This design comes from an exercise in tuning for small area on the open sky130 flow, not from production work. In this exercise RTL edits were held to simulation tests only and were not proved equivalent to the original.

==> flow/design.v (outline; a module is shown in full before it is edited, if it fits) <==
// module fa: 4 lines
// module ha: 4 lines
// module sel3: 3 lines
// module conv_pe_sr: 1006 lines
module conv_pe_sr#(parameter WIDTH = 9, parameter DW = 2 * WIDTH + 3)
(
    input clk,
    input rst_n,
    input [WIDTH-1:0] data_in,
    input data_valid,
    input [WIDTH-1:0] weight_in,
    input weight_valid,
    output [DW-1:0] data_out,
    output out_valid
);
  // ...
==> flow/run.sh <==
#!/bin/bash
# synth_recipe.tcl (not shown) runs the flow's synth.tcl, then flattens the netlist and writes it again
# the make line also repeats each setting of config.mk as NAME=value (left out here)
make -C /OpenROAD-flow-scripts/flow DESIGN_CONFIG=/design/flow/config.mk WORK_HOME=/design/flow/orfs CLKGATE_MAP_FILE= SYNTH_SCRIPT=/design/flow/synth_recipe.tcl finish
==> flow/config.mk <==
export PLATFORM = sky130hd
export DESIGN_NAME = conv_pe_sr
export DESIGN_NICKNAME = conv_pe_sr
export VERILOG_FILES = /design/flow/design.v
export SDC_FILE = /design/flow/constraint.sdc
export NUM_CORES = 8
export LEC_CHECK = 0
export CAP_MARGIN = 20
export CORE_MARGIN = 2
export CORE_UTILIZATION = 40
export CTS_BUF_LIST = sky130_fd_sc_hd__clkbuf_8
export CTS_CLUSTER_DIAMETER = 60
export CTS_CLUSTER_SIZE = 16
export SLEW_MARGIN = 20
export SYNTH_HIERARCHICAL = 1
export SYNTH_MINIMUM_KEEP_SIZE = 0
==> flow/constraint.sdc <==
create_clock -name core_clock -period 10.0 [get_ports {clk}]
set_input_delay 2.0000 -clock core_clock [delete_from_list [all_inputs] [get_ports {clk}]]
set_output_delay 2.0000 -clock core_clock [all_outputs]
set_load 0.01 [all_outputs]
==> impl_metrics.csv, run 1 <==
group,metric,value,unit
detailed_routing,drt_iter0_drc,5161,
timing,report.final.slew_viol_count,0,
timing,fin_worst_skew,71.9,ps
critical_path,worst_ep_required_time,10570,ps
timing,setup_viol,0,
clocking,tritoncts,"built",
floorplan,io_pins,44,
timing,rsz0062_at_grt,"false",
floorplan,die_h,305,µm
critical_path,cp-end-kind,"register",
placement,dpl_cell_area,0.0385,mm²
synth,ys_seq_area_share,61.0,%
layout,post_route_cells_drive_above_1_share,7.76,%
layout,design_area,0.0400,mm²
detailed_routing,route.detailed.drc,0,
placement,dp.cells,3157,
critical_path,critical_path_depth,25,
layout,nonClkBufAreaFrac,2.13,%
min_path,hold_end,"pix[117]$_DFFE_PP_",
layout,largest_reg_flops,594,
layout,n_fill_cell,7743,
status,outcome,"timing/DRC/antenna clean",
floorplan,coreArea,0.0899,mm²
synth,ys_seq_elements,748,
synth,yosysTopAreaCellShare,59.2,%
clocking,ctsResizeCount,0,
==> run 2: changes to the inputs <==
--- a/flow/config.mk
+++ b/flow/config.mk
@@ -7,7 +7,7 @@
 export LEC_CHECK = 0
 export CAP_MARGIN = 20
 export CORE_MARGIN = 2
-export CORE_UTILIZATION = 40
+export CORE_UTILIZATION = 60
 export CTS_BUF_LIST = sky130_fd_sc_hd__clkbuf_8
 export CTS_CLUSTER_DIAMETER = 60
 export CTS_CLUSTER_SIZE = 16
==> run 2 against run 1 <==
Sequential share of layout area up 1.2 points. Die area shrank 33%. Still clean. Largest cell class unchanged. Critical path depth unchanged. Cell count down 13%. Synthesized area unchanged. Hold slack improved by 6.8 ps. Wire length down 5.6%. Non-clock buffer count is 6 lower. Global-route usage grew 9.8 points. Sequential cell count unchanged.
==> impl_metrics.csv, run 2 <==
group,metric,value,unit
status,outcome,"timing/DRC/antenna clean",
min_path,whs_path_depth,0,
timing,max_freq,111,MHz
floorplan,die-area,0.0624,mm²
critical_path,crit_path_max_fanout,10,
timing,setup_viol,0,
layout,layout_commonest_cell,"edfxtp_1",
detailed_routing,finalWirelength,98.7,mm
clocking,cts_inserted_buffers,60,
detailed_routing,ant_nets,0,
placement,dp.cells,2756,
critical_path,cp-end-kind,"register",
layout,design_area,0.0391,mm²
critical_path,r2r_start,"pix[576]$_DFFE_PP_",
timing,fin_ws,1030,ps
clocking,worst_skew_pair.late_latency,730,ps
synth,synth_cells,1901,
placement,dp_slack,870,ps
timing,hold_viol,0,
timing,worstMarginPinSlew,1090,ps
layout,final_cell_mix,"edfxtp_1, fa_1, a222oi_1",
synth,synth_area,0.0363,mm²
floorplan,die_w,250,µm
synth,syn-mean-instance-area,19.1,µm²
min_path,hold_path.class,"register to register",
timing,report.final.slew_viol_count,0,
synth,synthArstFlopShare,0,%
global_routing,grt_usage,32.3,%
placement,portBuffers,43,
global_routing,grt_max_degree,192,
layout,reg_top3,"pix: 594 flops, wreg: 81 flops, psum: 40 flops",
synth,synth_top_area_cell,"edfxtp_1",
synth,ys_seq_elements,748,
timing,tns,0,ps
floorplan,coreArea,0.0600,mm²
synth,synthTopCellsByArea,"edfxtp_1, fa_1, a222oi_1",
floorplan,io_pins,44,
detailed_routing,route.vias.total,20800,
detailed_routing,wl_per_cell,34.5,µm
critical_path,reg2reg_to,"res_lo[15]$_DFF_P_",
synth,synth-edff-count,715,
layout,largest_reg_flops,594,
timing,whs,409,ps
layout,final_nets,2509,
critical_path,reg2regPathDepth,25,
clocking,cts_hold_buf,0,
synth,ys_warn_count,7,
timing,fin_worst_skew,24.2,ps
clocking,cts_sinks,748,
layout,multi_input_area,0.0138,mm²
min_path,min_from,"pix[177]$_DFFE_PP_",
layout,post_route_cells_drive_above_1_share,6.36,%
detailed_routing,drt_iter0_drc,5301,
layout,final_util,65.2,%
clocking,tritoncts,"built",
clocking,postCtsSetupBuffers,0,
floorplan,start_util,60.4,%
detailed_routing,route.detailed.drc,0,
floorplan,rows,90,
min_path,hold_end,"pix[186]$_DFFE_PP_",
synth,yosysUniqueCellTypes,35,
synth,ys.flop_type,"edfxtp_1",
floorplan,die_h,250,µm
clocking,ctsResizeCount,0,
timing,maxSlewHeadroom,27.1,%
global_routing,grt-ovfl-total,0,
global_routing,antenna_found_initial,3,
detailed_routing,vias_per_cell,7.28,
synth,synth_commonest_cells,"edfxtp_1, fa_1, a222oi_1, nand2_1, nor2b_1",
timing,period_share,89.7,%
synth,ys_seq_area_share,61.0,%
layout,area_growth,7.93,%
synth,yosysTopAreaCellShare,59.2,%
layout,final_cells,2859,
placement,dpl.hpwl,69.8,mm
critical_path,cp_data_arrival_time,9570,ps
global_routing,grt_pass1_vias,20900,
detailed_routing,first_pass_iters,23,
synth,synth.most_common_cell,"edfxtp_1",
clocking,path_clk_slew,100,ps
layout,seq_area,0.0221,mm²
timing,rsz0062_at_grt,"false",
layout,n_fill_cell,3983,
clocking,clk_path_buf_depth,3,
clocking,htree_levels,2,
clocking,root_buffer,"clkbuf_8",
placement,dpl_cell_area,0.0380,mm²
flow_run,drv_cap,0,
layout,top_register,"pix",
timing,final.min_clock_period,8970,ps
critical_path,path_class,"register to register",
critical_path,rrSetupSlack,1030,ps
critical_path,worst_ep_required_time,10600,ps
global_routing,grt_first_pass_wirelength,145,mm
placement,gp_congestion,1.05,
critical_path,cp-start-kind,"register",
==> run 2: cell count changes in the layout (fill, tap and decap cells not counted), moves of 2 or more <==
cell and change:
clkinv_4 -2, diode_2 -2, clkinv_1 -4, inv_1 +9, clkinv_2 -6, inv_6 -2
bufinv_16 -2, buf_4 -8, clkinv_8 -3, clkbuf_8 -11
==> run 2: how the worst max path moves through the flow <==
stage	startpoint	to	slack (ps)	cells after the start
finish	pix[576]$_DFFE_PP_	res_lo[15]$_DFF_P_	1030	25
global route	pix[576]$_DFFE_PP_	res_lo[15]$_DFF_P_	770	25
CTS	pix[301]$_DFFE_PP_	res_lo[15]$_DFF_P_	1050	22
detailed placement	data_in[1]	res_lo[15]$_DFF_P_	870	23
global placement	data_in[1]	res_lo[15]$_DFF_P_	940	23
floorplan	data_in[3]	res_lo[15]$_DFF_P_	1680	23
==> run 2: layout make-up <==
cell class,count,share of cell area (%)
Sequential cell,748,56.5
Multi-Input combinational cell,1063,35.2
Tap cell,782,2.50
Clock buffer,60,2.11
Timing Repair Buffer,91,2.09
Clock inverter,40,0.799
Inverter,73,0.700
Antenna cell,2,0.0128
==> run 2: worst max-delay path, cell delays in order, from the launching register on <==
cell and delay (ps):
edfxtp_1 430, nor2b_1 690, a222oi_1 290, fa_1 590, fa_1 580, fa_1 470
fa_1 460, fa_1 510, fa_1 430, fa_1 490, fa_1 420, fa_1 390
fa_1 430, inv_1 70, ha_1 140, inv_1 50, fa_1 360, inv_1 70
ha_1 150, ha_1 150, inv_1 50, fa_1 380, fa_1 390, fa_1 370
inv_1 80, fa_1 410
==> run 2: modules after synthesis, one instance, submodules excluded <==
module      cells  cell area [µm²]  copies in the design
sel3            1             10.0                   360
conv_pe_sr   1113            24100                     1
fa              1             20.0                   422
ha              1             12.5                     6
==> run 2: logic make-up after synthesis <==
| group | synth area share [%] |
|---|---|
| buf+inv | 0.963 |
| flops | 61.0 |
| other cells | 0.0103 |
| compound gates | 10.3 |
| fa+ha+maj | 24.3 |
| xor+xnor | 0.242 |
| simple gates | 3.12 |
| mux | 0.0276 |
==> run 2: routing by layer <==
metal  track usage, %  vias up  routed length [µm]
met5                0        -                  13
met4             11.8        2                4810
met3             11.2      317               13200
met2             46.1     1648               42600
met1             46.8    10700               38000
li1                 -     8152                   -

separate check: timing with driven ports:
The results above use ideal ports. As a check the final layouts listed here were re-extracted and re-timed, cells and wires unchanged.
Step 1, drivers: a clkbuf_16 drives clk and a buf_2 each remaining input, both assumed.
Step 2 moves the port delays by t, midway between the first and last clock arrival at a register: inputs arrive t later, outputs are due t later. That takes back most of the time a late clock gives input paths.
a / b / c = ideal ports / drivers / drivers and shift; a / b = the first two.
run | t, ns | setup slack, ns | worst setup path after step 2
run 1 | 0.762 | 0.830 / 0.830 / 0.803 | input to register
run 2 | 0.772 | 1.029 / 1.029 / 0.857 | input to register
After both steps setup and hold are still met in every run listed. The setup slack of run 2, which loses most, moves by 0.000 ns with the drivers and by -0.172 ns with both steps.
